Background: an optimization exercise with open tools, aiming at small area. Do not read the settings as production practice. Only simulation tests tie the RTL to the original design; equivalence was not proved. Power and IR drop assume default switching activity.

==> flow/design.v <==
module lcdSync
(
	input wire CLK,
	input wire RST_IN,
	output wire LCD_HSYNC,
	output wire LCD_VSYNC,
	output wire LCD_DEN,
	output wire [9:0] X,
	output wire [8:0] Y
);
reg [9:0] x;
reg [8:0] y;
wire hend = ~x[9] & x[8] & x[7] & x[6] & x[5] & x[0];    
wire vend = y[8] & ~y[7] & y[4] & y[2];                   
always @(posedge CLK)
begin
	if (RST_IN == 1'b0)
	begin
		x <= 10'd983;
		y <= 9'd502;
	end
	else if (hend)
	begin
		x <= 10'd983;
		y <= vend ? 9'd502 : y + 9'd1;
	end
	else
		x <= x + 10'd1;
end
assign LCD_HSYNC = ~x[9] | (&x[8:0]);                     
assign LCD_VSYNC = ~(y[8] & y[7]) | (&y[6:0]);            
assign LCD_DEN = ~x[9] & ~(x[8] & x[7] & x[6] & x[5]) &   
                 (~y[8] | (~y[7] & ~(y[4] & (|y[3:0]))));  
assign X = x;
assign Y = y;
endmodule
module lcdPong
  (
   input wire 	      CLK,
   input wire 	      RST_IN,
   output wire [4:0]  R,
   output wire [5:0]  G,
   output wire [4:0]  B,
   input wire 	      DEN,
   input wire [9:0]   X,    
   input wire [8:0]   Y,    
   output wire [31:0] SEG_HEX_ALL,
   input wire [7:0]   BUTTONS
   );
  wire tick, inc1, inc2;
  wire [7:0] r1, r2, score1, score2;
  wire [8:0] bx, by;
  pongTimer tmr (.CLK(CLK), .RST_IN(RST_IN), .tick(tick));
  pongRacket rk1 (.CLK(CLK), .RST_IN(RST_IN), .up(BUTTONS[0]), .dn(BUTTONS[1]), .r(r1));
  pongRacket rk2 (.CLK(CLK), .RST_IN(RST_IN), .up(BUTTONS[6]), .dn(BUTTONS[7]), .r(r2));
  pongBall ball (.CLK(CLK), .RST_IN(RST_IN), .tick(tick), .r1(r1), .r2(r2),
                 .bx(bx), .by(by), .inc1(inc1), .inc2(inc2));
  pongScore sc1 (.CLK(CLK), .RST_IN(RST_IN), .inc(inc1), .score(score1));
  pongScore sc2 (.CLK(CLK), .RST_IN(RST_IN), .inc(inc2), .score(score2));
  pongPixel pix (.CLK(CLK), .RST_IN(RST_IN), .DEN(DEN), .X(X), .Y(Y),
                 .r1(r1), .r2(r2), .bx(bx), .by(by), .R(R), .G(G), .B(B));
  assign SEG_HEX_ALL = {8'b0, score1, 8'b0, score2};
endmodule
module pongTimer (input wire CLK, input wire RST_IN, output wire tick);
  reg [11:0] cpt;
  assign tick = (cpt == 12'd1198);
  always @(posedge CLK)
    if (RST_IN == 0 || tick) cpt <= 0;
    else cpt <= {cpt[10:0], ~(cpt[11] ^ cpt[10] ^ cpt[9] ^ cpt[3])};
endmodule
module pongScore (input wire CLK, input wire RST_IN, input wire inc, output reg [7:0] score);
  always @(posedge CLK)
    if (RST_IN == 0) score <= 0;
    else if (inc) score <= score + 8'd1;
endmodule
module pongRacket (input wire CLK, input wire RST_IN, input wire up, input wire dn, output reg [7:0] r);
  reg [9:0] s;
  wire u = up & ~dn, d = dn & ~up;
  reg [10:0] cu, cd;
  reg [9:0] sn;
  reg [8:0] ru, rdd;
  reg [7:0] rn;
  integer i;
  always @* begin
    cu[0] = u; cd[0] = d;
    for (i = 0; i < 10; i = i + 1) begin
      cu[i+1] = cu[i] & s[i];
      cd[i+1] = cd[i] & ~s[i];
      sn[i] = s[i] ^ (cu[i] | cd[i]);
    end
    ru[0] = cu[10]; rdd[0] = cd[10];
    for (i = 0; i < 8; i = i + 1) begin
      ru[i+1] = ru[i] & r[i];
      rdd[i+1] = rdd[i] & ~r[i];
      rn[i] = r[i] ^ (ru[i] | rdd[i]);
    end
  end
  always @(posedge CLK)
    if (RST_IN == 0) begin r <= 0; s <= 0; end
    else begin
      s <= sn;
      if (r == 0) r <= 1;
      else if (r == 232) r <= 231;
      else r <= rn;
    end
endmodule
module pongBall (input wire CLK, input wire RST_IN, input wire tick, input wire [7:0] r1, input wire [7:0] r2,
                 output reg [8:0] bx, output reg [8:0] by, output wire inc1, output wire inc2);
  reg dirX, dirY;
  wire [7:0] rh = bx[8] ? r2 : r1;
  wire [8:0] byp = by + 9'd5;
  wire [8:0] rh40 = rh + 9'd40;
  wire inr = le10(rh, byp) & le10(byp, rh40);
  wire hit = inr & (dirX ? (bx == 9'd468) : (bx == 9'd0));
  assign inc1 = tick & ~hit & dirX & (bx == 9'd473);
  assign inc2 = tick & ~hit & ~dirX & (bx == 9'd507);
  always @(posedge CLK)
    if (RST_IN == 0) begin
      bx <= 9'd234; by <= 9'd131; dirX <= 1'b1; dirY <= 1'b1;
    end else if (tick) begin
      if (hit) dirX <= ~dirX;
      else if (dirX) bx <= (bx == 9'd473) ? 9'd1 : bx + 9'd1;
      else bx <= (bx == 9'd507) ? 9'd467 : bx - 9'd1;
      if (dirY) begin
        if (by == 9'd261) dirY <= 1'b0;
        else by <= by + 9'd1;
      end else begin
        if (by == 9'd0) dirY <= 1'b1;
        else by <= by - 9'd1;
      end
    end
  function automatic le10(input [9:0] a, input [9:0] b);
    integer i;
    reg c;
    begin
      c = 1'b1;
      for (i = 0; i < 10; i = i + 1)
        c = (~a[i] & b[i]) | ((~a[i] | b[i]) & c);
      le10 = c;
    end
  endfunction
endmodule
module pongPixel (input wire CLK, input wire RST_IN, input wire DEN, input wire [9:0] X, input wire [8:0] Y,
                  input wire [7:0] r1, input wire [7:0] r2, input wire [8:0] bx, input wire [8:0] by,
                  output wire [4:0] R, output wire [5:0] G, output wire [4:0] B);
  reg cr, cg, cb;
  wire [7:0] rd_ = X[8] ? r2 : r1;
  wire [8:0] rd39 = rd_ + 9'd39;
  wire [9:0] bx10 = bx + 10'd10;
  wire [8:0] by10 = by + 9'd10;
  wire gg = ((X == 10'd0) | (X == 10'd478)) & ~le10(Y, rd_) & le10(Y, rd39);
  wire rd = le10(bx, X[8:0]) & le10(X[8:0], bx10) & le10(by, Y) & le10(Y, by10);
  wire wh = (Y == 9'd0) | (Y == 9'd271);
  always @(posedge CLK)
    if (RST_IN == 0) begin cr <= 0; cg <= 0; cb <= 0; end
    else begin
      cr <= DEN & ~gg & (rd | wh);
      cg <= DEN & (gg | (~rd & wh));
      cb <= DEN & ~gg & ~rd & wh;
    end
  assign R = {1'b0, {4{cr}}};
  assign G = {6{cg}};
  assign B = {1'b0, {4{cb}}};
  function automatic le10(input [9:0] a, input [9:0] b);
    integer i;
    reg c;
    begin
      c = 1'b1;
      for (i = 0; i < 10; i = i + 1)
        c = (~a[i] & b[i]) | ((~a[i] | b[i]) & c);
      le10 = c;
    end
  endfunction
endmodule
module pong_lcd
  (
   input wire 	      CLK,
   input wire 	      nRST,
   input wire [7:0]   BUTTONS,
   output wire [4:0]  LCD_R,
   output wire [5:0]  LCD_G,
   output wire [4:0]  LCD_B,
   output wire 	      LCD_HSYNC,
   output wire 	      LCD_VSYNC,
   output wire 	      LCD_DEN,
   output wire [31:0] SEG_HEX_ALL
   );
  wire [9:0] x;
  wire [8:0] y;
  lcdSync myLcdSync
    (
     .CLK(CLK),
     .RST_IN(nRST),
     .LCD_HSYNC(LCD_HSYNC),
     .LCD_VSYNC(LCD_VSYNC),
     .LCD_DEN(LCD_DEN),
     .X(x),
     .Y(y)
     );
  lcdPong myLcdPong
    (
     .CLK(CLK),
     .RST_IN(nRST),
     .R(LCD_R),
     .G(LCD_G),
     .B(LCD_B),
     .DEN(LCD_DEN),
     .X(x),
     .Y(y),
     .SEG_HEX_ALL(SEG_HEX_ALL),
     .BUTTONS(BUTTONS)
     );
endmodule
==> flow/flow/run.sh <==
#!/bin/bash
# Own flow: the standard synthesis, then the combinational logic between the
# standard synthesis's registers is mapped again by ABC for area (the
# registers, their cells and names are kept as they are), then the standard
# layout from floorplan to finish.
set -euo pipefail
HERE=$(pwd)
R=$HERE/orfs/results/$FLOW_PLATFORM/pong_lcd/base
YOSYS=$(command -v yosys || echo "$FLOW_HOME/../tools/install/yosys/bin/yosys")
LIB=$FLOW_HOME/platforms/$FLOW_PLATFORM/lib/sky130_fd_sc_hd__tt_025C_1v80.lib

bash standard.sh synth > synth.log 2>&1
cp "$R/1_2_yosys.v" "$HERE/std_synth.v"

sed -e "s|@LIB@|$LIB|g" -e "s|@IN@|$HERE/std_synth.v|g" -e "s|@OUT@|$HERE/resyn.v|g" \
    -e "s|@ABC@|$HERE/flow/area.abc|g" flow/resyn.ys > resyn_run.ys
"$YOSYS" -l resyn.log -q resyn_run.ys > resyn.out 2>&1

cp resyn.v "$R/1_2_yosys.v"
rm -f "$R/1_synth.odb" "$R/1_synth.sdc"
bash standard.sh \
  "BUFFER_PORTS_ARGS=-buffer_cell sky130_fd_sc_hd__buf_1" \
  finish > finish.log 2>&1
==> flow/flow/area.abc <==
strash; &get -n; &deepsyn -T 120; &put; &get -n; &dch -f; &nf -R 1000; &put; topo; dnsize
==> flow/flow/resyn.ys <==
# combinational cells as logic, sequential cells kept as they are
read_liberty -ignore_miss_func @LIB@
blackbox sky130_fd_sc_hd__dfxtp_* sky130_fd_sc_hd__dfrtp_* sky130_fd_sc_hd__dfstp_* sky130_fd_sc_hd__edfxtp_* sky130_fd_sc_hd__dfrbp_* sky130_fd_sc_hd__dfsbp_* sky130_fd_sc_hd__dfbbp_* sky130_fd_sc_hd__dfxbp_*
read_verilog @IN@
hierarchy -top pong_lcd
flatten
delete t:$scopeinfo
opt_clean
abc -script @ABC@ -liberty @LIB@ -dont_use sky130_fd_sc_hd__lpflow_* -dont_use sky130_fd_sc_hd__probe*
opt_clean
setundef -zero
splitnets
opt_clean -purge
hilomap -singleton -hicell sky130_fd_sc_hd__conb_1 HI -locell sky130_fd_sc_hd__conb_1 LO
insbuf -buf sky130_fd_sc_hd__buf_1 A X
opt_clean -purge
delete sky130_fd_sc_hd__*
read_liberty -lib -ignore_miss_func @LIB@
stat -liberty @LIB@
write_verilog -noattr -nohex -nodec @OUT@
==> flow/standard.sh <==
#!/bin/bash
# synth_recipe.tcl (not shown) runs the flow's synth.tcl, then flattens the netlist and writes it again
# the make line also repeats each setting of config.mk as NAME=value (left out here)
make -C /OpenROAD-flow-scripts/flow DESIGN_CONFIG=/design/flow/config.mk WORK_HOME=/design/flow/orfs CLKGATE_MAP_FILE= SYNTH_SCRIPT=/design/flow/synth_recipe.tcl "${@:-finish}"
==> flow/config.mk <==
export PLATFORM = sky130hd
export DESIGN_NAME = pong_lcd
export DESIGN_NICKNAME = pong_lcd
export VERILOG_FILES = /design/flow/design.v
export SDC_FILE = /design/flow/constraint.sdc
export NUM_CORES = 4
export LEC_CHECK = 0
export CAP_MARGIN = 20
export CORE_MARGIN = 2
export CORE_UTILIZATION = 40
export SLEW_MARGIN = 20
==> flow/constraint.sdc <==
create_clock -name core_clock -period 10.0 [get_ports {CLK}]
set_input_delay 2.0000 -clock core_clock [delete_from_list [all_inputs] [get_ports {CLK}]]
set_output_delay 2.0000 -clock core_clock [all_outputs]
set_load 0.01 [all_outputs]
==> results of run 1 <==
==> layer usage <==
layer / up-vias / global-route usage / share of wire
li1: 2781 / - / -
met1: 2281 / 0.213 / 0.51
met2: 71 / 0.258 / 0.45
met3: 12 / 0.0368 / 0.029
met4: 0 / 0.0569 / 0.015
met5: - / 0 / 0
==> worst max-delay path, stage by stage <==
cell	delay (ns)
buf_1	0.15
xor2_1	0.24
a31o_1	0.23
o211ai_1	0.14
nor2_1	0.11
nand2_1	0.09
or3_1	0.35
or3_1	0.36
nor3_1	0.28
nand2_1	0.15
nor2_1	0.10
nor2_1	0.05
a21oi_1	0.27
nand3_1	0.14
xnor2_1	0.18
o311a_1	0.17
==> area by class of cell <==
type                       count  area, um^2
tap                          184         230
clock buffer                   9         225
multi-input combinational    618        3520
clock inverter                 7        85.1
inverter                      26        97.6
fill                        1482        8000
sequential                   106        2120
timing repair buffer          39         151
==> state kept, by name, indices dropped and copies added, names as in the netlist, 9 cells and up <==
name	flops
myLcdPong.tmr.cpt	12
myLcdPong.rk1.s	10
myLcdPong.rk2.s	10
myLcdSync.x	10
myLcdPong.ball.bx	9
myLcdPong.ball.by	9
myLcdSync.y	9
==> how the worst max path moves through the flow <==
| stage | to | slack, ns |
|---|---|---|
| 2_1_floorplan | myLcdPong.rk1.r[7] | 5.49 |
| 3_3_place_gp | myLcdPong.rk1.r[7] | 5.02 |
| 3_5_place_dp | myLcdPong.rk1.r[7] | 4.94 |
| 4_1_cts | myLcdPong.rk1.r[7] | 5.30 |
| 5_1_grt | myLcdPong.rk2.r[7] | 4.86 |
| 6_report | myLcdPong.rk1.r[7] | 5.31 |
==> stage by stage <==
step / std cells / total power [mW]
6_report: 989 / 0.944
5_1_grt: 989 / 0.997
4_1_cts: 989 / 0.961
3_5_place_dp: 973 / 0.583
3_3_place_gp: 973 / 0.582
2_1_floorplan: 798 / 0.557
==> power breakdown <==
group | switching, mW | internal, mW
combinational | 0.0625 | 0.0460
clock | 0.171 | 0.199
sequential | 0.0266 | 0.438
total | 0.260 | 0.684
==> results.py, run 1 <==
metrics = {
    "hold_path": {
        "hold_path.class": "reg2reg",
        "hold_path.startpoint": "myLcdPong.sc1.score[7]",
        "holdPathEnd": "myLcdPong.sc1.score[7]",
        "hold_path_depth": 1,
    },
    "floorplanning": {
        "fp.dieH_um": 125,
        "die_x_um": 125,
        "start_util": 0.406,
        "num_io_pins": 61,
        "coreArea_um2": 14400,
        "rows": 44,
        "die_area_um2": 15600,
    },
    "grt": {
        "grt_first_pass_wirelength_um": 21200,
        "grt_max_degree": 81,
        "track_usage": 0.161,
        "antenna_found_initial": 0,
        "grt_pass1_vias": 4591,
        "gr-total-overflow": 0,
    },
    "sta": {
        "fin_crit_sh": 0.469,
        "finalHoldViolCount": 0,
        "maxSlewViolCount": 0,
        "rsz0062_at_grt": "false",
        "period_minus_slack_ns": 4.69,
        "slew_headroom": 0.361,
        "whs_ns": 0.452,
        "fmax_mhz": 213,
        "tightestPinTransition_ns": 0.935,
        "fin_tns_setup_ns": 0,
        "setup_slack_ns": 5.31,
        "finClkSkew_ns": 0.00664,
        "setup_violations": 0,
    },
    "setup_path": {
        "cp.required_ns": 10.30,
        "r2r_setup_slack_ns": 6.63,
        "worstPathArrival_ns": 4.99,
        "worst-path-max-fanout": 4,
        "reg2reg_from": "myLcdPong.ball.bx[8]",
        "start_kind": "input port",
        "critPathLaunch": "BUTTONS[1]",
        "reg2reg_to": "myLcdPong.ball.bx[6]",
        "worstSetupPathType": "in2reg",
        "r2r_cells": 13,
        "critPathCaptureType": "register",
    },
    "cells_and_area": {
        "design_area_um2": 6430,
        "fin_nets": 810,
        "syn_to_final_growth_pct": 9.83,
        "final_common_cell": "dfxtp_1",
        "layout_common_cells": "dfxtp_1 (106), nand2_1 (86), nor2_1 (74), o21ai_0 (71), a21oi_1 (70)",
        "utilization": 0.446,
        "drive_gt1_frac": 0.0224,
        "num_antenna_cells": 0,
    },
    "detailed_routing": {
        "vias_per_cell": 5.20,
        "route.detailed.drc": 0,
        "drt_iter0_markers": 292,
        "wl_per_cell_um": 12.6,
        "drtPass1Iterations": 5,
        "vias": 5145,
        "routed_wl_um": 12500,
        "antenna_left": 0,
    },
    "logic_synthesis": {
        "synth_area_um2": 5850,
        "syn-instance-count": 781,
        "yosys_warnings": 6,
        "avgSynthCellArea_um2": 7.49,
    },
    "clocking": {
        "cts_root_buf": "clkbuf_16",
        "cts_buffer_depth": 2,
        "h-tree-depth": 3,
        "clk_latency_ns": 0.36,
        "cts_resized": 0,
        "cts_tree": "yes",
        "clock-sinks": 106,
        "holdBufCountCts": 0,
        "cts_buffers": 9,
        "cts_setup_buffers": 0,
        "path_clk_slew_ns": 0.07,
    },
    "power_and_ir_drop": {
        "vdd_drop_max_v": 0.000100,
        "p_leak_nw": 2.39,
        "power_density_nw_per_um2": 147,
    },
    "placement": {
        "placed_cell_area_um2": 6120,
        "pre_cts_slack_ns": 4.94,
        "portBuffers": 38,
        "hpwl_um": 8620,
        "gp_congestion": 0.860,
    },
    "run": {
        "cap_violations": 0,
    },
    "outcome": {
        "outcome": "timing/DRC/antenna clean",
    },
}
==> inputs of run 2 (changes only) <==
--- a/flow/design.v
+++ b/flow/design.v
@@ -27,8 +27,8 @@
 	else
 		x <= x + 10'd1;
 end
-assign LCD_HSYNC = ~x[9] | (&x[8:0]);                     
-assign LCD_VSYNC = ~(y[8] & y[7]) | (&y[6:0]);            
+assign LCD_HSYNC = ~x[9] | (&x[5:0]);                     
+assign LCD_VSYNC = ~(y[8] & y[7]) | (&y[3:0]);            
 assign LCD_DEN = ~x[9] & ~(x[8] & x[7] & x[6] & x[5]) &   
                  (~y[8] | (~y[7] & ~(y[4] & (|y[3:0]))));  
 assign X = x;
@@ -100,7 +100,7 @@
     else begin
       s <= sn;
       if (r == 0) r <= 1;
-      else if (r == 232) r <= 231;
+      else if (r[7] & r[6] & r[5] & r[3]) r <= 231;    
       else r <= rn;
     end
 endmodule
@@ -111,23 +111,36 @@
   wire [8:0] byp = by + 9'd5;
   wire [8:0] rh40 = rh + 9'd40;
   wire inr = le10(rh, byp) & le10(byp, rh40);
-  wire hit = inr & (dirX ? (bx == 9'd468) : (bx == 9'd0));
-  assign inc1 = tick & ~hit & dirX & (bx == 9'd473);
-  assign inc2 = tick & ~hit & ~dirX & (bx == 9'd507);
+  wire bx468 = bx[8] & bx[7] & bx[6] & bx[4] & bx[2] & ~bx[1] & ~bx[0];
+  wire bx473 = bx[8] & bx[7] & bx[6] & bx[4] & bx[3] & bx[0];
+  wire bx507 = bx[8] & bx[7] & bx[6] & bx[5] & ~bx[2];
+  wire bx0 = ~(|bx);
+  wire hit = inr & (dirX ? bx468 : bx0);
+  assign inc1 = tick & ~hit & dirX & bx473;
+  assign inc2 = tick & ~hit & ~dirX & bx507;
+  wire bounceY = dirY ? (by[8] & by[2] & by[0]) : ~(|by);
+  reg [9:0] cx, cy;
+  reg [8:0] bxn, byn;
+  integer i;
+  always @* begin
+    cx[0] = 1'b1; cy[0] = 1'b1;
+    for (i = 0; i < 9; i = i + 1) begin
+      cx[i+1] = cx[i] & ~(bx[i] ^ dirX);
+      cy[i+1] = cy[i] & ~(by[i] ^ dirY);
+      bxn[i] = bx[i] ^ cx[i];
+      byn[i] = by[i] ^ cy[i];
+    end
+  end
   always @(posedge CLK)
     if (RST_IN == 0) begin
       bx <= 9'd234; by <= 9'd131; dirX <= 1'b1; dirY <= 1'b1;
     end else if (tick) begin
       if (hit) dirX <= ~dirX;
-      else if (dirX) bx <= (bx == 9'd473) ? 9'd1 : bx + 9'd1;
-      else bx <= (bx == 9'd507) ? 9'd467 : bx - 9'd1;
-      if (dirY) begin
-        if (by == 9'd261) dirY <= 1'b0;
-        else by <= by + 9'd1;
-      end else begin
-        if (by == 9'd0) dirY <= 1'b1;
-        else by <= by - 9'd1;
-      end
+      else if (inc1) bx <= 9'd1;
+      else if (inc2) bx <= 9'd467;
+      else bx <= bxn;
+      if (bounceY) dirY <= ~dirY;
+      else by <= byn;
     end
   function automatic le10(input [9:0] a, input [9:0] b);
     integer i;
@@ -148,9 +161,10 @@
   wire [8:0] rd39 = rd_ + 9'd39;
   wire [9:0] bx10 = bx + 10'd10;
   wire [8:0] by10 = by + 9'd10;
-  wire gg = ((X == 10'd0) | (X == 10'd478)) & ~le10(Y, rd_) & le10(Y, rd39);
+  wire x478 = X[8] & X[7] & X[6] & X[4] & X[3] & X[2] & X[1] & ~X[0];
+  wire gg = (~(|X[8:0]) | x478) & ~le10(Y, rd_) & le10(Y, rd39);
   wire rd = le10(bx, X[8:0]) & le10(X[8:0], bx10) & le10(by, Y) & le10(Y, by10);
-  wire wh = (Y == 9'd0) | (Y == 9'd271);
+  wire wh = ~(|Y) | (Y[8] & (&Y[3:0]));
   always @(posedge CLK)
     if (RST_IN == 0) begin cr <= 0; cg <= 0; cb <= 0; end
     else begin
==> flow/flow/area.abc (replaced) <==
strash; &get -n; &deepsyn -T 300; &put; &get -n; &dch -f; &nf -R 1000; &put; topo; dnsize
--- a/flow/config.mk
+++ b/flow/config.mk
@@ -7,5 +7,6 @@
 export LEC_CHECK = 0
 export CAP_MARGIN = 20
 export CORE_MARGIN = 2
-export CORE_UTILIZATION = 40
+export CORE_UTILIZATION = 70
+export CTS_BUF_LIST = sky130_fd_sc_hd__clkbuf_8
 export SLEW_MARGIN = 20
==> run 2 against run 1 <==
  * Still clean on timing, DRC and antenna
  * Final cell count decreased by 8.8%
  * Synthesized cell count decreased by 1.2%
  * Total power decreased by 15%
  * Global-route usage increased by 12 points
  * Critical path type unchanged
==> results.py, run 2 <==
metrics = {
    "setup_path": {
        "start_kind": "input port",
        "worstSetupPathType": "in2reg",
        "worstPathArrival_ns": 5.30,
        "cp.required_ns": 10.30,
        "worst-path-max-fanout": 6,
        "critPathCaptureType": "register",
    },
    "placement": {
        "hpwl_um": 9050,
        "pre_cts_slack_ns": 4.65,
        "portBuffers": 38,
        "gp_congestion": 0.868,
        "placed_cell_area_um2": 5950,
        "dp.cells": 886,
    },
    "floorplanning": {
        "fp.dieH_um": 94.8,
        "die_x_um": 94.8,
        "coreArea_um2": 8090,
        "rows": 33,
        "die_area_um2": 8990,
        "start_util": 0.713,
        "num_io_pins": 61,
    },
    "sta": {
        "fmax_mhz": 200,
        "period_minus_slack_ns": 4.99,
        "rsz0062_at_grt": "false",
        "fin_tns_setup_ns": 0,
        "slew_headroom": 0.526,
        "tightestPinTransition_ns": 0.710,
        "finClkSkew_ns": 0.0108,
        "whs_ns": 0.464,
        "maxSlewViolCount": 0,
        "setup_violations": 0,
        "fin_crit_sh": 0.499,
        "setup_slack_ns": 5.01,
        "finalHoldViolCount": 0,
    },
    "detailed_routing": {
        "drt_iter0_markers": 306,
        "routed_wl_um": 12300,
        "vias": 5383,
        "drtPass1Iterations": 5,
        "route.detailed.drc": 0,
        "antenna_left": 0,
        "wl_per_cell_um": 13.6,
        "vias_per_cell": 5.97,
    },
    "clocking": {
        "path_clk_slew_ns": 0.10,
        "clk_latency_ns": 0.37,
        "cts_buffer_depth": 2,
        "h-tree-depth": 3,
        "cts_tree": "yes",
        "cts_root_buf": "clkbuf_8",
        "clock-sinks": 106,
        "holdBufCountCts": 0,
        "cts_setup_buffers": 0,
        "cts_buffers": 9,
        "cts_resized": 0,
    },
    "power_and_ir_drop": {
        "power.share.sequential": 0.570,
        "power_density_nw_per_um2": 130,
        "swShare": 0.269,
        "power_switching_mw": 0.216,
        "vdd_drop_max_v": 0.000122,
        "intPower_mw": 0.586,
        "power.total_mw": 0.802,
        "comb_power_share": 0.092,
        "p_leak_nw": 2.36,
        "clkPwrFrac": 0.337,
    },
    "cells_and_area": {
        "largest_register_ffs": 12,
        "drive_gt1_frac": 0.0238,
        "utilization": 0.760,
        "finalNonFillerCells": 902,
        "design_area_um2": 6150,
        "top_register": "myLcdPong.tmr.cpt",
        "num_antenna_cells": 0,
        "final_common_cell": "dfxtp_1",
        "syn_to_final_growth_pct": 6.50,
        "layout_common_cells": "dfxtp_1 (106), nor2_1 (81), a21oi_1 (78), o21ai_0 (76), nand2_1 (74)",
        "fin_nets": 802,
    },
    "grt": {
        "track_usage": 0.279,
        "antenna_found_initial": 0,
        "grt_pass1_vias": 4697,
        "grt_first_pass_wirelength_um": 20600,
        "grt_max_degree": 53,
        "gr-total-overflow": 0,
    },
    "outcome": {
        "outcome": "timing/DRC/antenna clean",
    },
    "logic_synthesis": {
        "syn-instance-count": 772,
        "avgSynthCellArea_um2": 7.48,
        "yosys_warnings": 6,
        "synth_area_um2": 5770,
    },
    "hold_path": {
        "hold_path.class": "reg2reg",
    },
    "run": {
        "cap_violations": 0,
    },
}
run 2: metal layers:
layer  share of wire  track usage
met1            0.45        0.344
met2            0.50        0.492
met3           0.038       0.0455
met4           0.012       0.0930
met5               0            0
run 2: path summary, 6_finish.rpt:
kind | startpoint | end | slack (ns) | depth (start not counted)
setup / recovery | BUTTONS[7] | myLcdPong.rk2.r[6] | 5.01 | 14
hold / removal | myLcdPong.sc1.score[7] | myLcdPong.sc1.score[7] | 0.46 | 2
setup reg to reg | myLcdPong.rk1.s[0] | myLcdPong.rk1.r[6] | 6.47 | 16
hold reg to reg | myLcdPong.sc1.score[7] | myLcdPong.sc1.score[7] | 0.46 | 2
run 2: worst max-delay path: stages:
cell	delay, ns
buf_1	0.20
or3b_1	0.41
or3_1	0.35
o21ai_0	0.11
and2_0	0.20
and3_1	0.25
nand4_1	0.18
a21oi_1	0.36
o21ai_0	0.19
a211oi_1	0.45
xnor2_1	0.11
a21oi_1	0.26
nor2_1	0.08
a31oi_1	0.13
run 2: layout make-up:
class | count | area, um^2
Fill cell | 660 | 1950
Tap cell | 105 | 131
Sequential cell | 106 | 2120
Timing Repair Buffer | 40 | 159
Clock buffer | 9 | 124
Clock inverter | 7 | 77.6
Inverter | 27 | 101
Multi-Input combinational cell | 608 | 3430
run 2: power groups by stage:
stage          clock [mW]  sequential [mW]  combinational [mW]
4_1_cts             0.273            0.457              0.0738
3_3_place_gp            0            0.465              0.0696
5_1_grt             0.289            0.461              0.0853
3_5_place_dp            0            0.467              0.0734
2_1_floorplan           0            0.461              0.0605
6_report            0.271            0.457              0.0740
==> inputs of run 3 (changes only) <==
==> flow/flow/run.sh (replaced) <==
#!/bin/bash
# Own flow: the standard synthesis, then the combinational logic between the
# standard synthesis's registers is mapped again by ABC for area (the
# registers, their cells and names are kept as they are; four ABC runs with
# different seeds, the smallest netlist is kept), then the standard layout from
# floorplan to finish, with 1x port buffers and a clock tree of clkbuf_8
# without dummy loads.
set -euo pipefail
HERE=$(pwd)
R=$HERE/orfs/results/$FLOW_PLATFORM/pong_lcd/base
YOSYS=$(command -v yosys || echo "$FLOW_HOME/../tools/install/yosys/bin/yosys")
LIB=$FLOW_HOME/platforms/$FLOW_PLATFORM/lib/sky130_fd_sc_hd__tt_025C_1v80.lib
T=${RESYN_SECONDS:-300}

bash standard.sh synth > synth.log 2>&1
cp "$R/1_2_yosys.v" "$HERE/std_synth.v"

for s in 0 1 2 3; do
  echo "strash; &get -n; &deepsyn -T $T -S $s; &put; &get -n; &dch -f; &nf -R 1000; &put; topo; dnsize" > area_$s.abc
  sed -e "s|@LIB@|$LIB|g" -e "s|@IN@|$HERE/std_synth.v|g" -e "s|@OUT@|$HERE/resyn_$s.v|g" \
      -e "s|@ABC@|$HERE/area_$s.abc|g" flow/resyn.ys > resyn_$s.ys
  "$YOSYS" -l resyn_$s.log -q resyn_$s.ys > resyn_$s.out 2>&1 &
done
wait
best=""; barea=""
for s in 0 1 2 3; do
  a=$(grep "Chip area for module" resyn_$s.log | tail -1 | awk '{print $NF}')
  echo "seed $s: $a" >> resyn_choice.log
  if [[ -n "$a" && -s resyn_$s.v ]] && { [[ -z "$barea" ]] || awk -v a="$a" -v b="$barea" 'BEGIN{exit !(a<b)}'; }; then
    best=$s; barea=$a
  fi
done
echo "kept seed $best ($barea)" >> resyn_choice.log
cp resyn_$best.v "$R/1_2_yosys.v"
rm -f "$R/1_synth.odb" "$R/1_synth.sdc"
bash standard.sh \
  "BUFFER_PORTS_ARGS=-buffer_cell sky130_fd_sc_hd__buf_1" \
  "CTS_ARGS=-sink_clustering_enable -repair_clock_nets -buf_list sky130_fd_sc_hd__clkbuf_8 -dont_use_dummy_load" \
  finish > finish.log 2>&1
--- a/flow/config.mk
+++ b/flow/config.mk
@@ -8,5 +8,4 @@
 export CAP_MARGIN = 20
 export CORE_MARGIN = 2
 export CORE_UTILIZATION = 70
-export CTS_BUF_LIST = sky130_fd_sc_hd__clkbuf_8
 export SLEW_MARGIN = 20
removed: flow/flow/area.abc
==> run 3 against run 2 <==
  * Still clean on timing, DRC and antenna
  * Utilization is 1.5 points lower
  * Synthesized area is 0.69% lower
  * Clock skew is 0.020 ns higher
  * Non-clock buffer count is 1 lower
  * Design area is 2.0% lower
  * Critical path type unchanged
==> results.py, run 3 <==
metrics = {
    "cells_and_area": {
        "finalNonFillerCells": 876,
        "utilization": 0.744,
        "multi_input_area_um2": 3410,
        "largest_register_ffs": 12,
        "layout_common_cells": "dfxtp_1 (106), nand2_1 (79), nor2_1 (75), a21oi_1 (66), o21ai_0 (51)",
        "seqCellArea_um2": 2120,
        "num-fill-cells": 668,
        "drive_gt1_frac": 0.0143,
        "fin_nets": 783,
        "top_register": "myLcdPong.tmr.cpt",
        "num_antenna_cells": 0,
        "design_area_um2": 6020,
        "final_common_cell": "dfxtp_1",
        "syn_to_final_growth_pct": 5.06,
    },
    "sta": {
        "finClkSkew_ns": 0.0308,
        "slew_headroom": 0.325,
        "maxSlewViolCount": 0,
        "fmax_mhz": 198,
        "fin_tns_setup_ns": 0,
        "tightestPinTransition_ns": 0.987,
        "finalHoldViolCount": 0,
        "setup_slack_ns": 4.94,
        "period_minus_slack_ns": 5.06,
        "fin_crit_sh": 0.506,
        "setup_violations": 0,
        "rsz0062_at_grt": "false",
    },
    "floorplanning": {
        "fp.dieH_um": 94.5,
        "start_util": 0.708,
        "rows": 33,
        "die_x_um": 94.5,
        "die_area_um2": 8930,
        "coreArea_um2": 8090,
        "num_io_pins": 61,
    },
    "clocking": {
        "holdBufCountCts": 0,
        "cts_tree": "yes",
        "cts_resized": 0,
        "path_clk_slew_ns": 0.09,
        "clk_latency_ns": 0.37,
        "cts_buffers": 9,
        "cts_buffer_depth": 2,
        "h-tree-depth": 3,
        "cts_root_buf": "clkbuf_8",
        "clock-sinks": 106,
        "cts_setup_buffers": 0,
    },
    "grt": {
        "grt_pass1_vias": 4563,
        "gr-total-overflow": 0,
        "grt_first_pass_wirelength_um": 20100,
        "track_usage": 0.275,
        "antenna_found_initial": 0,
        "grt_max_degree": 73,
    },
    "power_and_ir_drop": {
        "intPower_mw": 0.544,
        "power_switching_mw": 0.182,
        "clkPwrFrac": 0.285,
        "p_leak_nw": 2.32,
        "power.share.sequential": 0.624,
        "power_density_nw_per_um2": 121,
        "swShare": 0.251,
        "vdd_drop_max_v": 0.000103,
        "comb_power_share": 0.091,
    },
    "logic_synthesis": {
        "syn-instance-count": 754,
        "yosys_warnings": 6,
        "avgSynthCellArea_um2": 7.60,
        "synth_area_um2": 5730,
    },
    "setup_path": {
        "reg2reg_to": "myLcdPong.rk1.r[6]",
        "worstSetupPathType": "in2reg",
        "slowest_stage": "a211oi_1",
        "r2r_setup_slack_ns": 6.17,
        "worst-path-max-fanout": 7,
        "r2r_cells": 17,
        "crit_path_cell_trace": "buf_1, xor2_1, nand3_1, a21oi_1, a31oi_1, nor2_1, nand2_1, nor4_1, mux2_1, o211ai_1, a211oi_1, xnor2_1, a21oi_1, nor2_1, a31oi_1",
        "cp.required_ns": 10.30,
        "crit_end": "myLcdPong.rk2.r[6]",
        "critPathCaptureType": "register",
        "crit_path_max_incr_delay_ns": 0.45,
        "critPathLaunch": "BUTTONS[7]",
        "reg2reg_from": "myLcdPong.rk1.s[3]",
        "worstPathArrival_ns": 5.35,
        "start_kind": "input port",
    },
    "hold_path": {
        "hold_path.class": "reg2reg",
        "hold_path.startpoint": "myLcdSync.x[0]",
    },
    "run": {
        "cap_violations": 0,
    },
    "placement": {
        "placed_cell_area_um2": 5900,
        "hpwl_um": 8830,
        "gp_congestion": 0.867,
        "dp.cells": 867,
        "pre_cts_slack_ns": 4.57,
        "portBuffers": 38,
    },
    "detailed_routing": {
        "wl_met1_um": 5480,
        "vias_per_cell": 6.00,
        "wl_per_cell_um": 14.0,
        "top_layer_used": "met4",
        "route.met3.wl_um": 561,
        "antenna_left": 0,
        "drtPass1Iterations": 6,
        "route.detailed.drc": 0,
        "drt_iter0_markers": 302,
        "vias": 5260,
        "met2_length_um": 5920,
        "routed_wl_um": 12200,
    },
    "outcome": {
        "outcome": "timing/DRC/antenna clean",
    },
}
==> run 3: cell types whose count changed in the layout (fill, tap and decap cells not counted), moves of 5 or more <==
cell	previous run	this run
a21oi_1	78	66
nor2b_1	18	9
nand2_1	74	79
and2_0	14	19
o21ai_0	76	51
a211oi_1	7	2
xor2_1	14	21
nor2_1	81	75
==> run 3: worst min path at each step <==
stage | end | slack [ns] | cells after the start
final | myLcdSync.x[0] | 0.46 | 1
after global routing | myLcdPong.rk2.s[4] | 0.48 | 1
after CTS | myLcdSync.x[0] | 0.46 | 1
after detailed placement | myLcdPong.tmr.cpt[5] | 0.44 | 1
after global placement | myLcdPong.tmr.cpt[1] | 0.43 | 1
after floorplan | myLcdSync.x[0] | 0.41 | 1
==> run 3: stage by stage <==
stage | power, mW | hold slack (ns)
2_1_floorplan | 0.512 | 0.412
3_3_place_gp | 0.524 | 0.433
3_5_place_dp | 0.528 | 0.441
4_1_cts | 0.731 | 0.459
5_1_grt | 0.758 | 0.485
6_report | 0.726 | 0.465
==> run 3: per-layer routing <==
layer	global-route usage	up-vias
met4	0.104	0
met1	0.350	2434
met3	0.0559	32
met5	0	-
met2	0.460	148
li1	-	2646
==> run 3: critical path: cells and delay by family <==
kind	cells	cell delay [ns]
multiplexers	1	0.28
AND/OR/NAND/NOR	5	0.84
XOR/XNOR	2	0.41
buffers and inverters	1	0.27
AO/OA/AOI/OAI	6	1.55
==> run 3: power groups by stage <==
stage          Clock, mW  Combinational [mW]  Sequential, mW
6_report           0.207              0.0662           0.453
5_1_grt            0.226              0.0756           0.456
4_1_cts            0.212              0.0662           0.453
3_5_place_dp           0              0.0654           0.463
3_3_place_gp           0              0.0620           0.462
2_1_floorplan          0              0.0537           0.458
==> run 3: area by class of cell <==
class / count / area share
repair buffers: 39 / 0.0251
multi-input cells: 594 / 0.566
inverters: 23 / 0.0143
clock buffers: 9 / 0.0206
flip-flops and latches: 106 / 0.352
well taps: 105 / 0.0218
==> inputs of run 4 (changes only) <==
--- a/flow/design.v
+++ b/flow/design.v
@@ -55,8 +55,7 @@
   pongRacket rk2 (.CLK(CLK), .RST_IN(RST_IN), .up(BUTTONS[6]), .dn(BUTTONS[7]), .r(r2));
   pongBall ball (.CLK(CLK), .RST_IN(RST_IN), .tick(tick), .r1(r1), .r2(r2),
                  .bx(bx), .by(by), .inc1(inc1), .inc2(inc2));
-  pongScore sc1 (.CLK(CLK), .RST_IN(RST_IN), .inc(inc1), .score(score1));
-  pongScore sc2 (.CLK(CLK), .RST_IN(RST_IN), .inc(inc2), .score(score2));
+  pongScores sc (.CLK(CLK), .RST_IN(RST_IN), .inc1(inc1), .inc2(inc2), .score1(score1), .score2(score2));
   pongPixel pix (.CLK(CLK), .RST_IN(RST_IN), .DEN(DEN), .X(X), .Y(Y),
                  .r1(r1), .r2(r2), .bx(bx), .by(by), .R(R), .G(G), .B(B));
   assign SEG_HEX_ALL = {8'b0, score1, 8'b0, score2};
@@ -67,6 +66,16 @@
   always @(posedge CLK)
     if (RST_IN == 0 || tick) cpt <= 0;
     else cpt <= {cpt[10:0], ~(cpt[11] ^ cpt[10] ^ cpt[9] ^ cpt[3])};
+endmodule
+module pongScores (input wire CLK, input wire RST_IN, input wire inc1, input wire inc2,
+                   output reg [7:0] score1, output reg [7:0] score2);
+  wire [7:0] nx = (inc1 ? score1 : score2) + 8'd1;
+  always @(posedge CLK)
+    if (RST_IN == 0) begin score1 <= 0; score2 <= 0; end
+    else begin
+      if (inc1) score1 <= nx;
+      if (inc2) score2 <= nx;
+    end
 endmodule
 module pongScore (input wire CLK, input wire RST_IN, input wire inc, output reg [7:0] score);
   always @(posedge CLK)
@@ -108,9 +117,8 @@
                  output reg [8:0] bx, output reg [8:0] by, output wire inc1, output wire inc2);
   reg dirX, dirY;
   wire [7:0] rh = bx[8] ? r2 : r1;
-  wire [8:0] byp = by + 9'd5;
-  wire [8:0] rh40 = rh + 9'd40;
-  wire inr = le10(rh, byp) & le10(byp, rh40);
+  wire [9:0] dh = {1'b0, by} + 10'd5 - {2'b0, rh};
+  wire inr = ~dh[9] & (dh[8:0] <= 9'd40);
   wire bx468 = bx[8] & bx[7] & bx[6] & bx[4] & bx[2] & ~bx[1] & ~bx[0];
   wire bx473 = bx[8] & bx[7] & bx[6] & bx[4] & bx[3] & bx[0];
   wire bx507 = bx[8] & bx[7] & bx[6] & bx[5] & ~bx[2];
@@ -156,22 +164,23 @@
 module pongPixel (input wire CLK, input wire RST_IN, input wire DEN, input wire [9:0] X, input wire [8:0] Y,
                   input wire [7:0] r1, input wire [7:0] r2, input wire [8:0] bx, input wire [8:0] by,
                   output wire [4:0] R, output wire [5:0] G, output wire [4:0] B);
-  reg cr, cg, cb;
+  reg cr, cg;    
   wire [7:0] rd_ = X[8] ? r2 : r1;
   wire [8:0] rd39 = rd_ + 9'd39;
   wire [9:0] bx10 = bx + 10'd10;
   wire [8:0] by10 = by + 9'd10;
   wire x478 = X[8] & X[7] & X[6] & X[4] & X[3] & X[2] & X[1] & ~X[0];
-  wire gg = (~(|X[8:0]) | x478) & ~le10(Y, rd_) & le10(Y, rd39);
+  wire [9:0] dr = {1'b0, Y} - {2'b0, rd_};
+  wire gg = (~(|X[8:0]) | x478) & ~dr[9] & (dr[8:0] >= 9'd1) & (dr[8:0] <= 9'd39);
   wire rd = le10(bx, X[8:0]) & le10(X[8:0], bx10) & le10(by, Y) & le10(Y, by10);
   wire wh = ~(|Y) | (Y[8] & (&Y[3:0]));
   always @(posedge CLK)
-    if (RST_IN == 0) begin cr <= 0; cg <= 0; cb <= 0; end
+    if (RST_IN == 0) begin cr <= 0; cg <= 0; end
     else begin
       cr <= DEN & ~gg & (rd | wh);
       cg <= DEN & (gg | (~rd & wh));
-      cb <= DEN & ~gg & ~rd & wh;
-    end
+    end
+  wire cb = cr & cg;
   assign R = {1'b0, {4{cr}}};
   assign G = {6{cg}};
   assign B = {1'b0, {4{cb}}};
==> run 4 against run 3 <==
  * Critical path type unchanged
  * Highest routed layer unchanged
  * Largest cell class unchanged
  * Combinational power is 6.6% lower
  * Sequential power is 1% lower
  * Synthesized area is 1.1% lower
  * Flip-flop and latch count is 1 lower
  * Setup slack better by 0.36 ns
  * Global-route usage is 0.22 points higher
  * Register-to-register slack better by 0.54 ns
  * Total power is 0.93% lower
==> results.py, run 4 <==
metrics = {
    "grt": {
        "gr-total-overflow": 0,
        "grt_first_pass_wirelength_um": 19900,
        "grt_pass1_vias": 4746,
        "antenna_found_initial": 0,
        "track_usage": 0.277,
        "grt_max_degree": 70,
    },
    "cells_and_area": {
        "final_common_cell": "dfxtp_1",
        "fin_nets": 792,
        "num-fill-cells": 605,
        "layout_common_cells": "dfxtp_1 (105), nor2_1 (83), nand2_1 (80), o21ai_0 (74), a21oi_1 (68)",
        "top_register": "myLcdPong.tmr.cpt",
        "drive_gt1_frac": 0.0141,
        "num_antenna_cells": 0,
        "largest_register_ffs": 12,
        "seqCellArea_um2": 2100,
        "utilization": 0.767,
        "syn_to_final_growth_pct": 5.12,
        "finalNonFillerCells": 882,
        "multi_input_area_um2": 3370,
    },
    "clocking": {
        "holdBufCountCts": 0,
        "cts_setup_buffers": 0,
        "clock-sinks": 105,
        "cts_resized": 0,
        "cts_buffer_depth": 2,
        "cts_tree": "yes",
        "path_clk_slew_ns": 0.12,
        "h-tree-depth": 3,
        "cts_buffers": 9,
        "clk_latency_ns": 0.39,
        "cts_root_buf": "clkbuf_8",
    },
    "sta": {
        "rsz0062_at_grt": "false",
        "finClkSkew_ns": 0.0394,
        "tightestPinTransition_ns": 0.660,
        "fin_tns_setup_ns": 0,
        "slew_headroom": 0.559,
        "setup_violations": 0,
        "period_minus_slack_ns": 4.70,
        "finalHoldViolCount": 0,
        "maxSlewViolCount": 0,
        "fin_crit_sh": 0.470,
        "fmax_mhz": 213,
    },
    "floorplanning": {
        "die_area_um2": 8840,
        "coreArea_um2": 7770,
        "num_io_pins": 61,
        "fp.dieH_um": 94.0,
        "die_x_um": 94.0,
        "rows": 32,
        "start_util": 0.730,
    },
    "power_and_ir_drop": {
        "p_leak_nw": 2.25,
        "vdd_drop_max_v": 0.0000974,
        "power_density_nw_per_um2": 121,
    },
    "setup_path": {
        "worstPathArrival_ns": 4.99,
        "cp.required_ns": 10.29,
        "start_kind": "input port",
        "reg2reg_to": "myLcdPong.rk1.r[6]",
        "critPathCaptureType": "register",
        "r2r_cells": 13,
        "crit_end": "myLcdPong.rk1.r[6]",
        "reg2reg_from": "myLcdPong.rk1.s[0]",
        "critPathLaunch": "BUTTONS[1]",
        "worstSetupPathType": "in2reg",
        "r2r_setup_slack_ns": 6.71,
        "worst-path-max-fanout": 4,
    },
    "placement": {
        "portBuffers": 38,
        "hpwl_um": 8700,
        "dp.cells": 873,
        "gp_congestion": 0.832,
    },
    "logic_synthesis": {
        "syn-instance-count": 762,
        "avgSynthCellArea_um2": 7.44,
        "synth_area_um2": 5670,
        "yosys_warnings": 6,
    },
    "detailed_routing": {
        "vias": 5338,
        "drtPass1Iterations": 5,
        "routed_wl_um": 12200,
        "wl_per_cell_um": 13.8,
        "antenna_left": 0,
        "vias_per_cell": 6.05,
        "route.detailed.drc": 0,
        "drt_iter0_markers": 284,
    },
    "outcome": {
        "outcome": "timing/DRC/antenna clean",
    },
    "run": {
        "cap_violations": 0,
    },
    "hold_path": {
        "hold_path_depth": 1,
        "hold_path.class": "reg2reg",
    },
}
[run 4: critical path: stages]
cell	delay, ns
buf_1	0.12
nor3b_1	0.26
nand2b_1	0.12
or3_1	0.35
or3_1	0.38
nor4_1	0.33
nor2b_1	0.21
nor2b_1	0.28
nand2b_1	0.13
nor3_1	0.29
nand2_1	0.13
o21ai_0	0.17
a21oi_1	0.05
nor3_1	0.15
[run 4: layout make-up]
type / count / share of cell area
clock buffer: 9 / 0.0208
tap: 102 / 0.0214
inverter: 23 / 0.0145
multi-input combinational: 604 / 0.565
sequential: 105 / 0.353
timing repair buffer: 39 / 0.0254
[run 4: how the worst min path moves through the flow]
| stage | start | end |
|---|---|---|
| floorplan | myLcdPong.sc.score2[7] | myLcdPong.sc.score2[7] |
| global placement | myLcdPong.sc.score2[7] | myLcdPong.sc.score2[7] |
| detailed placement | myLcdPong.sc.score2[7] | myLcdPong.sc.score2[7] |
| CTS | myLcdPong.sc.score2[7] | myLcdPong.sc.score2[7] |
| global route | myLcdPong.sc.score2[7] | myLcdPong.sc.score2[7] |
| finish | myLcdPong.sc.score2[7] | myLcdPong.sc.score2[7] |
[run 4: routing by layer]
layer,global-route usage,share of wire,up-vias
li1,-,-,2704
met1,0.336,0.44,2445
met2,0.483,0.48,160
met3,0.0474,0.056,29
met4,0.116,0.023,0
met5,0,0,-
[run 4: report_power, final]
part           internal [mW]  total, mW  switching (mW)
logic                 0.0243     0.0618          0.0375
registers              0.431      0.448          0.0168
clock network         0.0812      0.210           0.129
total                  0.536      0.720           0.183
[run 4: metrics by stage]
stage	power, mW	hold WS, ns	setup slack [ns]	instance area, um^2
after detailed placement	0.518	0.441	4.93	5840
after global placement	0.515	0.434	5.07	5840
after global routing	0.750	0.504	4.89	5960
after floorplan	0.503	0.420	5.48	5730
final	0.720	0.463	5.30	5960
after CTS	0.723	0.460	5.32	5960
==> inputs of run 5 (changes only) <==
--- a/flow/flow/run.sh
+++ b/flow/flow/run.sh
@@ -10,7 +10,7 @@
 R=$HERE/orfs/results/$FLOW_PLATFORM/pong_lcd/base
 YOSYS=$(command -v yosys || echo "$FLOW_HOME/../tools/install/yosys/bin/yosys")
 LIB=$FLOW_HOME/platforms/$FLOW_PLATFORM/lib/sky130_fd_sc_hd__tt_025C_1v80.lib
-T=${RESYN_SECONDS:-300}
+T=${RESYN_SECONDS:-600}
 
 bash standard.sh synth > synth.log 2>&1
 cp "$R/1_2_yosys.v" "$HERE/std_synth.v"
==> run 5 against run 4 <==
  * Still clean on timing, DRC and antenna
  * Maximum frequency unchanged
  * Hold slack unchanged
  * Design area unchanged
  * Sequential share of layout area unchanged
  * Synthesized cell count unchanged
  * Synthesized area unchanged
  * Via count unchanged
  * Critical endpoint unchanged
==> results.py, run 5 <==
metrics = {
    "setup_path": {
        "critPathLaunch": "BUTTONS[1]",
        "worst-path-max-fanout": 4,
        "slowest_stage": "or3_1",
        "worstSetupPathType": "in2reg",
        "critPathCaptureType": "register",
        "cp.required_ns": 10.29,
        "crit_path_cell_trace": "buf_1, nor3b_1, nand2b_1, or3_1, or3_1, nor4_1, nor2b_1, nor2b_1, nand2b_1, nor3_1, nand2_1, o21ai_0, a21oi_1, nor3_1",
        "reg2reg_from": "myLcdPong.rk1.s[0]",
        "worstPathArrival_ns": 4.99,
        "start_kind": "input port",
        "crit_path_max_incr_delay_ns": 0.38,
    },
    "outcome": {
        "outcome": "timing/DRC/antenna clean",
    },
    "sta": {
        "setup_violations": 0,
        "fmax_mhz": 213,
        "setup_slack_ns": 5.30,
        "rsz0062_at_grt": "false",
        "period_minus_slack_ns": 4.70,
        "finClkSkew_ns": 0.0394,
        "tightestPinTransition_ns": 0.660,
        "finalHoldViolCount": 0,
        "maxSlewViolCount": 0,
        "fin_crit_sh": 0.470,
        "slew_headroom": 0.559,
        "fin_tns_setup_ns": 0,
    },
    "detailed_routing": {
        "routed_wl_um": 12200,
        "route.detailed.drc": 0,
        "vias_per_cell": 6.05,
        "vias": 5338,
        "drtPass1Iterations": 5,
        "wl_per_cell_um": 13.8,
        "drt_iter0_markers": 284,
        "antenna_left": 0,
    },
    "logic_synthesis": {
        "synth_area_um2": 5670,
        "yosys_warnings": 6,
        "syn-instance-count": 762,
        "avgSynthCellArea_um2": 7.44,
    },
    "grt": {
        "grt_first_pass_wirelength_um": 19900,
        "grt_pass1_vias": 4746,
        "grt_max_degree": 70,
        "antenna_found_initial": 0,
        "track_usage": 0.277,
        "gr-total-overflow": 0,
    },
    "floorplanning": {
        "rows": 32,
        "fp.dieH_um": 94.0,
        "coreArea_um2": 7770,
        "num_io_pins": 61,
        "die_area_um2": 8840,
        "die_x_um": 94.0,
        "start_util": 0.730,
    },
    "placement": {
        "pre_cts_slack_ns": 4.93,
        "gp_congestion": 0.832,
        "portBuffers": 38,
        "hpwl_um": 8700,
    },
    "clocking": {
        "holdBufCountCts": 0,
        "cts_resized": 0,
        "clock-sinks": 105,
        "h-tree-depth": 3,
        "cts_buffers": 9,
        "path_clk_slew_ns": 0.12,
        "clk_latency_ns": 0.39,
        "cts_root_buf": "clkbuf_8",
        "cts_setup_buffers": 0,
        "cts_buffer_depth": 2,
        "cts_tree": "yes",
    },
    "cells_and_area": {
        "layout_common_cells": "dfxtp_1 (105), nor2_1 (83), nand2_1 (80), o21ai_0 (74), a21oi_1 (68)",
        "final_common_cell": "dfxtp_1",
        "utilization": 0.767,
        "num_antenna_cells": 0,
        "largest_register_ffs": 12,
        "syn_to_final_growth_pct": 5.12,
        "drive_gt1_frac": 0.0141,
        "fin_nets": 792,
        "top_register": "myLcdPong.tmr.cpt",
    },
    "power_and_ir_drop": {
        "p_leak_nw": 2.25,
        "vdd_drop_max_v": 0.0000974,
        "power_density_nw_per_um2": 121,
    },
    "hold_path": {
        "hold_path.startpoint": "myLcdPong.sc.score2[7]",
        "hold_path.class": "reg2reg",
    },
    "run": {
        "cap_violations": 0,
    },
}
-- run 5: cell counts in the layout (fill, tap and decap cells not counted) --
No cell type changed its count.
-- run 5: cell type report --
cell class	instances	area [um^2]
fill	605	1810
clock buffer	9	124
inverter	23	86.3
multi-input combinational	604	3370
tap	102	128
timing repair buffer	39	151
sequential	105	2100
-- run 5: path summary, 6_finish.rpt --
path / to / slack, ns / cells past startpoint
worst max-delay path: myLcdPong.rk1.r[6] / 5.30 / 14
worst min-delay path: myLcdPong.sc.score2[7] / 0.46 / 1
worst max register to register: myLcdPong.rk1.r[6] / 6.71 / 13
worst min register to register: myLcdPong.sc.score2[7] / 0.46 / 1
-- run 5: layer usage --
layer  global-route usage  wire (um)  vias up  share of wire
li1                     -          -     2704              -
met2                0.483       5850      160           0.48
met1                0.336       5360     2445           0.44
met3               0.0474        685       29          0.056
met5                    0          0        -              0
met4                0.116        283        0          0.023
-- run 5: critical path, delay by kind of cell --
family / cells / cell delay, ns
AND/OR/NAND/NOR: 11 / 2.63
AO/OA/AOI/OAI: 2 / 0.22
buffers and inverters: 1 / 0.12
-- run 5: metrics by stage --
stage / area [um^2] / cells / total power [mW] / hold WS [ns]
5_1_grt: 5960 / 882 / 0.750 / 0.504
6_report: 5960 / 882 / 0.720 / 0.463
2_1_floorplan: 5730 / 779 / 0.503 / 0.420
3_5_place_dp: 5840 / 873 / 0.518 / 0.441
3_3_place_gp: 5840 / 873 / 0.515 / 0.434
4_1_cts: 5960 / 882 / 0.723 / 0.460
-- run 5: power breakdown --
part	switching, mW	total, mW	internal (mW)
Sequential	0.0168	0.448	0.431
Clock	0.129	0.210	0.0812
Combinational	0.0375	0.0618	0.0243
==> inputs of run 6 (changes only) <==
--- a/flow/config.mk
+++ b/flow/config.mk
@@ -7,5 +7,5 @@
 export LEC_CHECK = 0
 export CAP_MARGIN = 20
 export CORE_MARGIN = 2
-export CORE_UTILIZATION = 70
+export CORE_UTILIZATION = 80
 export SLEW_MARGIN = 20
==> run 6 against run 5 <==
  * Highest routed layer unchanged
  * Synthesized cell count unchanged
  * Still clean
  * Largest power group unchanged
  * Sequential power about the same
  * Register-to-register slack got worse by 0.21 ns
  * Setup slack got worse by 0.23 ns
==> results.py, run 6 <==
metrics = {
    "setup_path": {
        "crit_path_cell_trace": "buf_1, nor3b_1, nand2b_1, or3_1, or3_1, nor4_1, nor2b_1, nor2b_1, nand2b_1, nor3_1, nand2_1, o21ai_0, a21oi_1, nor3_1",
        "critPathCaptureType": "register",
        "r2r_setup_slack_ns": 6.50,
        "r2r_cells": 13,
        "worstSetupPathType": "in2reg",
        "start_kind": "input port",
        "worst-path-max-fanout": 4,
        "worstPathArrival_ns": 5.22,
        "crit_path_max_incr_delay_ns": 0.41,
        "cp.required_ns": 10.30,
        "slowest_stage": "nor4_1",
    },
    "detailed_routing": {
        "drtPass1Iterations": 6,
        "routed_wl_um": 13300,
        "antenna_left": 0,
        "drt_iter0_markers": 663,
        "route.detailed.drc": 0,
        "vias": 5598,
        "wl_per_cell_um": 15.1,
        "vias_per_cell": 6.39,
    },
    "floorplanning": {
        "num_io_pins": 61,
        "rows": 30,
        "fp.dieH_um": 88.2,
        "die_x_um": 88.2,
        "coreArea_um2": 6830,
        "die_area_um2": 7780,
        "start_util": 0.830,
    },
    "clocking": {
        "h-tree-depth": 3,
        "cts_buffer_depth": 2,
        "cts_root_buf": "clkbuf_8",
        "holdBufCountCts": 0,
        "cts_setup_buffers": 0,
        "clk_latency_ns": 0.40,
        "cts_resized": 0,
        "cts_buffers": 9,
        "cts_tree": "yes",
        "path_clk_slew_ns": 0.12,
        "clock-sinks": 105,
    },
    "sta": {
        "rsz0062_at_grt": "false",
        "fmax_mhz": 203,
        "slew_headroom": 0.545,
        "maxSlewViolCount": 0,
        "fin_crit_sh": 0.493,
        "period_minus_slack_ns": 4.93,
        "finalHoldViolCount": 0,
        "tightestPinTransition_ns": 0.681,
        "setup_violations": 0,
        "whs_ns": 0.470,
        "fin_tns_setup_ns": 0,
        "finClkSkew_ns": 0.0433,
    },
    "cells_and_area": {
        "top_register": "myLcdPong.tmr.cpt",
        "drive_gt1_frac": 0.0141,
        "final_common_cell": "dfxtp_1",
        "num_antenna_cells": 0,
        "fin_nets": 792,
        "largest_register_ffs": 12,
        "syn_to_final_growth_pct": 4.99,
        "design_area_um2": 5950,
        "utilization": 0.871,
        "layout_common_cells": "dfxtp_1 (105), nor2_1 (83), nand2_1 (80), o21ai_0 (74), a21oi_1 (68)",
    },
    "placement": {
        "hpwl_um": 9360,
        "gp_congestion": 0.896,
        "placed_cell_area_um2": 5830,
        "portBuffers": 38,
    },
    "grt": {
        "antenna_found_initial": 0,
        "grt_first_pass_wirelength_um": 21700,
        "grt_max_degree": 70,
        "track_usage": 0.346,
        "grt_pass1_vias": 5074,
        "gr-total-overflow": 0,
    },
    "logic_synthesis": {
        "syn-instance-count": 762,
        "synth_area_um2": 5670,
        "avgSynthCellArea_um2": 7.44,
        "yosys_warnings": 6,
    },
    "power_and_ir_drop": {
        "power.total_mw": 0.720,
        "vdd_drop_max_v": 0.000114,
        "p_leak_nw": 2.25,
        "power_density_nw_per_um2": 121,
    },
    "hold_path": {
        "hold_path.class": "reg2reg",
        "hold_path_depth": 1,
    },
    "run": {
        "cap_violations": 0,
    },
    "outcome": {
        "outcome": "timing/DRC/antenna clean",
    },
}
==> run 6: cell type report <==
type | instances | area (um^2)
clock buffer | 9 | 124
fill | 399 | 880
inverter | 23 | 86.3
multi-input combinational | 604 | 3370
sequential | 105 | 2100
tap | 96 | 120
timing repair buffer | 39 | 151
==> run 6: per-layer routing <==
layer | global-route usage | routed length [um]
met1 | 0.407 | 5230
met2 | 0.606 | 6540
met3 | 0.0773 | 1100
met4 | 0.146 | 394
met5 | 0 | 0
==> run 6: power by group <==
group	internal, mW	total, mW	switching [mW]
logic	0.0243	0.0627	0.0383
clock network	0.0810	0.209	0.128
registers	0.431	0.449	0.0178
==> run 6: through the flow <==
stage	setup slack, ns	cells
global placement	5.07	867
CTS	5.12	876
finish	5.07	876
global route	4.76	876
detailed placement	4.73	867
floorplan	5.48	779
==> run 6: critical path, delay by kind of cell <==
family          cells  cell delay [ns]
buf+inv             1             0.14
compound gates      2             0.23
simple gates       11             2.85
==> run 6: path summary, 6_finish.rpt <==
kind,startpoint,endpoint
worst max-delay path,BUTTONS[1],myLcdPong.rk1.r[6]
worst min register to register,myLcdPong.tmr.cpt[6],myLcdPong.tmr.cpt[7]
worst max register to register,myLcdPong.rk1.s[0],myLcdPong.rk1.r[6]
worst min-delay path,myLcdPong.tmr.cpt[6],myLcdPong.tmr.cpt[7]
==> inputs of run 7 (changes only) <==
--- a/flow/flow/run.sh
+++ b/flow/flow/run.sh
@@ -4,13 +4,13 @@
 # registers, their cells and names are kept as they are; four ABC runs with
 # different seeds, the smallest netlist is kept), then the standard layout from
 # floorplan to finish, with 1x port buffers and a clock tree of clkbuf_8
-# without dummy loads.
+# without dummy loads, and one tie cell for all constant outputs.
 set -euo pipefail
 HERE=$(pwd)
 R=$HERE/orfs/results/$FLOW_PLATFORM/pong_lcd/base
 YOSYS=$(command -v yosys || echo "$FLOW_HOME/../tools/install/yosys/bin/yosys")
 LIB=$FLOW_HOME/platforms/$FLOW_PLATFORM/lib/sky130_fd_sc_hd__tt_025C_1v80.lib
-T=${RESYN_SECONDS:-600}
+T=${RESYN_SECONDS:-300}
 
 bash standard.sh synth > synth.log 2>&1
 cp "$R/1_2_yosys.v" "$HERE/std_synth.v"
@@ -35,5 +35,6 @@
 rm -f "$R/1_synth.odb" "$R/1_synth.sdc"
 bash standard.sh \
   "BUFFER_PORTS_ARGS=-buffer_cell sky130_fd_sc_hd__buf_1" \
+  SKIP_REPAIR_TIE_FANOUT=1 \
   "CTS_ARGS=-sink_clustering_enable -repair_clock_nets -buf_list sky130_fd_sc_hd__clkbuf_8 -dont_use_dummy_load" \
   finish > finish.log 2>&1
--- a/flow/config.mk
+++ b/flow/config.mk
@@ -7,5 +7,5 @@
 export LEC_CHECK = 0
 export CAP_MARGIN = 20
 export CORE_MARGIN = 2
-export CORE_UTILIZATION = 80
+export CORE_UTILIZATION = 70
 export SLEW_MARGIN = 20
==> run 7 against run 6 <==
  * Register-to-register slack gained 0.16 ns
  * Hold slack lost 0.0021 ns
  * Sequential share of layout area grew 0.34 points
  * Final cell count shrank 1.3%
  * Critical path depth is the same
==> results.py, run 7 <==
metrics = {
    "sta": {
        "finalHoldViolCount": 0,
        "setup_violations": 0,
        "tightestPinTransition_ns": 0.660,
        "finClkSkew_ns": 0.0391,
        "whs_ns": 0.468,
        "slew_headroom": 0.559,
        "maxSlewViolCount": 0,
        "fmax_mhz": 212,
        "fin_tns_setup_ns": 0,
        "rsz0062_at_grt": "false",
        "fin_crit_sh": 0.473,
        "period_minus_slack_ns": 4.73,
    },
    "setup_path": {
        "start_kind": "input port",
        "critPathBufInv": 1,
        "reg2reg_from": "myLcdPong.ball.bx[8]",
        "slowest_stage": "or3_1",
        "r2r_setup_slack_ns": 6.66,
        "critical-path-top-delay-family": "simple AND/OR/NAND/NOR gates",
        "crit_path_max_incr_delay_ns": 0.38,
        "worstSetupPathType": "in2reg",
        "worstPathArrival_ns": 5.00,
        "worst-path-max-fanout": 4,
        "critPathCaptureType": "register",
        "crit_path_cell_trace": "buf_1, nor3b_1, nand2b_1, or3_1, or3_1, nor4_1, nor2b_1, nor2b_1, nand2b_1, nor3_1, nand2_1, o21ai_0, a21oi_1, nor3_1",
        "reg2reg_to": "myLcdPong.ball.bx[2]",
        "r2r_cells": 15,
        "cp.required_ns": 10.28,
    },
    "grt": {
        "grt_first_pass_wirelength_um": 20900,
        "grt_pass1_vias": 4923,
        "gr-total-overflow": 0,
        "track_usage": 0.288,
        "antenna_found_initial": 0,
        "grt_max_degree": 70,
    },
    "clocking": {
        "cts_buffer_depth": 2,
        "h-tree-depth": 3,
        "holdBufCountCts": 0,
        "cts_setup_buffers": 0,
        "cts_resized": 0,
        "path_clk_slew_ns": 0.12,
        "clk_latency_ns": 0.38,
        "cts_root_buf": "clkbuf_8",
        "cts_buffers": 9,
        "cts_tree": "yes",
        "clock-sinks": 105,
    },
    "cells_and_area": {
        "syn_to_final_growth_pct": 3.99,
        "drive_gt1_frac": 0.0144,
        "num_antenna_cells": 0,
        "layout_common_cells": "dfxtp_1 (105), nor2_1 (83), nand2_1 (80), o21ai_0 (74), a21oi_1 (68)",
        "final_common_cell": "dfxtp_1",
        "fin_nets": 775,
        "utilization": 0.759,
        "design_area_um2": 5900,
        "largest_register_ffs": 12,
        "finalNonFillerCells": 865,
        "top_register": "myLcdPong.tmr.cpt",
    },
    "logic_synthesis": {
        "synth_area_um2": 5670,
        "syn-instance-count": 762,
        "avgSynthCellArea_um2": 7.44,
        "yosys_warnings": 6,
    },
    "floorplanning": {
        "die_x_um": 94.0,
        "die_area_um2": 8840,
        "num_io_pins": 61,
        "start_util": 0.730,
        "rows": 32,
        "fp.dieH_um": 94.0,
        "coreArea_um2": 7770,
    },
    "power_and_ir_drop": {
        "comb_power_share": 0.086,
        "power.share.sequential": 0.625,
        "swShare": 0.252,
        "vdd_drop_max_v": 0.0000939,
        "p_leak_nw": 2.20,
        "clkPwrFrac": 0.290,
        "power_switching_mw": 0.181,
        "intPower_mw": 0.536,
        "power_density_nw_per_um2": 122,
    },
    "placement": {
        "portBuffers": 38,
        "placed_cell_area_um2": 5770,
        "hpwl_um": 8840,
        "dp.cells": 856,
        "gp_congestion": 0.825,
    },
    "detailed_routing": {
        "drt_iter0_markers": 427,
        "route.detailed.drc": 0,
        "drtPass1Iterations": 7,
        "wl_per_cell_um": 14.1,
        "vias_per_cell": 6.20,
        "routed_wl_um": 12200,
        "vias": 5365,
        "antenna_left": 0,
    },
    "run": {
        "cap_violations": 0,
    },
    "hold_path": {
        "hold_path.class": "reg2reg",
        "hold_path_depth": 1,
        "holdPathEnd": "myLcdPong.sc.score2[7]",
        "hold_path.startpoint": "myLcdPong.sc.score2[7]",
    },
    "outcome": {
        "outcome": "timing/DRC/antenna clean",
    },
}
## run 7: how the worst max path moves through the flow
stage                     from                  to  slack [ns]  depth (start not counted)
floorplan           BUTTONS[0]  myLcdPong.rk1.r[6]        5.48                         13
global placement    BUTTONS[1]  myLcdPong.rk1.r[6]        5.06                         14
detailed placement  BUTTONS[1]  myLcdPong.rk1.r[6]        4.95                         14
CTS                 BUTTONS[1]  myLcdPong.rk1.r[6]        5.31                         14
global route        BUTTONS[1]  myLcdPong.rk1.r[6]        4.78                         14
finish              BUTTONS[1]  myLcdPong.rk1.r[6]        5.27                         14
## run 7: area by class of cell
| type | count | area (um^2) |
|---|---|---|
| flip-flops and latches | 105 | 2100 |
| well taps | 102 | 128 |
| repair buffers | 39 | 151 |
| clock buffers | 9 | 124 |
| multi-input cells | 587 | 3300 |
| fillers | 604 | 1870 |
| inverters | 23 | 86.3 |
## run 7: power by group through the flow
stage	logic [mW]	clock network, mW	registers [mW]
global placement	0.0579	0	0.456
finish	0.0615	0.208	0.448
global route	0.0706	0.228	0.451
CTS	0.0613	0.213	0.448
detailed placement	0.0610	0	0.457
floorplan	0.0499	0	0.453
## run 7: layer usage
layer,track usage,vias up,wire length (um)
met5,0,-,0
met4,0.0942,0,225
met3,0.0554,28,687
met2,0.504,189,5970
met1,0.355,2456,5290
li1,-,2692,-
## run 7: worst reg2reg max path, cell delays in order (launching register included)
cell,delay [ns]
dfxtp_1,0.76
mux2i_1,0.49
xnor2_1,0.20
a21o_1,0.21
nand2_1,0.07
nand2_1,0.07
xnor2_1,0.16
nor4_1,0.06
nand3_1,0.13
nand2_1,0.17
clkinv_1,0.12
o21ai_0,0.16
a21oi_1,0.21
nor2_1,0.07
or3_1,0.32
a21oi_1,0.11
## run 7: per-stage QoR
| stage | worst slack [ns] | total power, mW |
|---|---|---|
| 2_1_floorplan | 5.48 | 0.503 |
| 3_5_place_dp | 4.95 | 0.518 |
| 4_1_cts | 5.31 | 0.721 |
| 3_3_place_gp | 5.06 | 0.514 |
| 6_report | 5.27 | 0.717 |
| 5_1_grt | 4.78 | 0.749 |

## afterwards: timing with drivers on the ports
In the flow no input, the clock included, has a driving cell. The finished layouts below were timed again as built, in two steps. Step 1 assumes that a clkbuf_16 drives the clock port and a buf_2 every other input. Step 2 moves the port delays by t, midway between the first and last clock arrival at a register: inputs arrive t later, outputs are due t later. That takes back most of the time a late clock gives input paths. a / b / c = no drivers / after step 1 / after step 2; a / b = the first two.
run	t (ns)	slack for setup (ns)	worst hold slack (ns)
run 1	0.397	5.313 / 5.334 / 4.937	0.452 / 0.452 / 0.452
run 2	0.401	5.007 / 5.020 / 4.620	0.464 / 0.464 / 0.464
run 3	0.391	4.945 / 4.958 / 4.567	0.465 / 0.465 / 0.465
run 4	0.399	5.301 / 5.311 / 4.911	0.463 / 0.463 / 0.463
run 5	0.399	5.301 / 5.311 / 4.911	0.463 / 0.463 / 0.463
run 6	0.405	5.075 / 5.086 / 4.680	0.470 / 0.470 / 0.470
run 7	0.394	5.275 / 5.284 / 4.890	0.468 / 0.468 / 0.468
After both steps setup and hold are still met in every run listed. For run 6, which loses most, drivers alone change the setup slack by +0.011 ns; drivers and shift together by -0.395 ns.
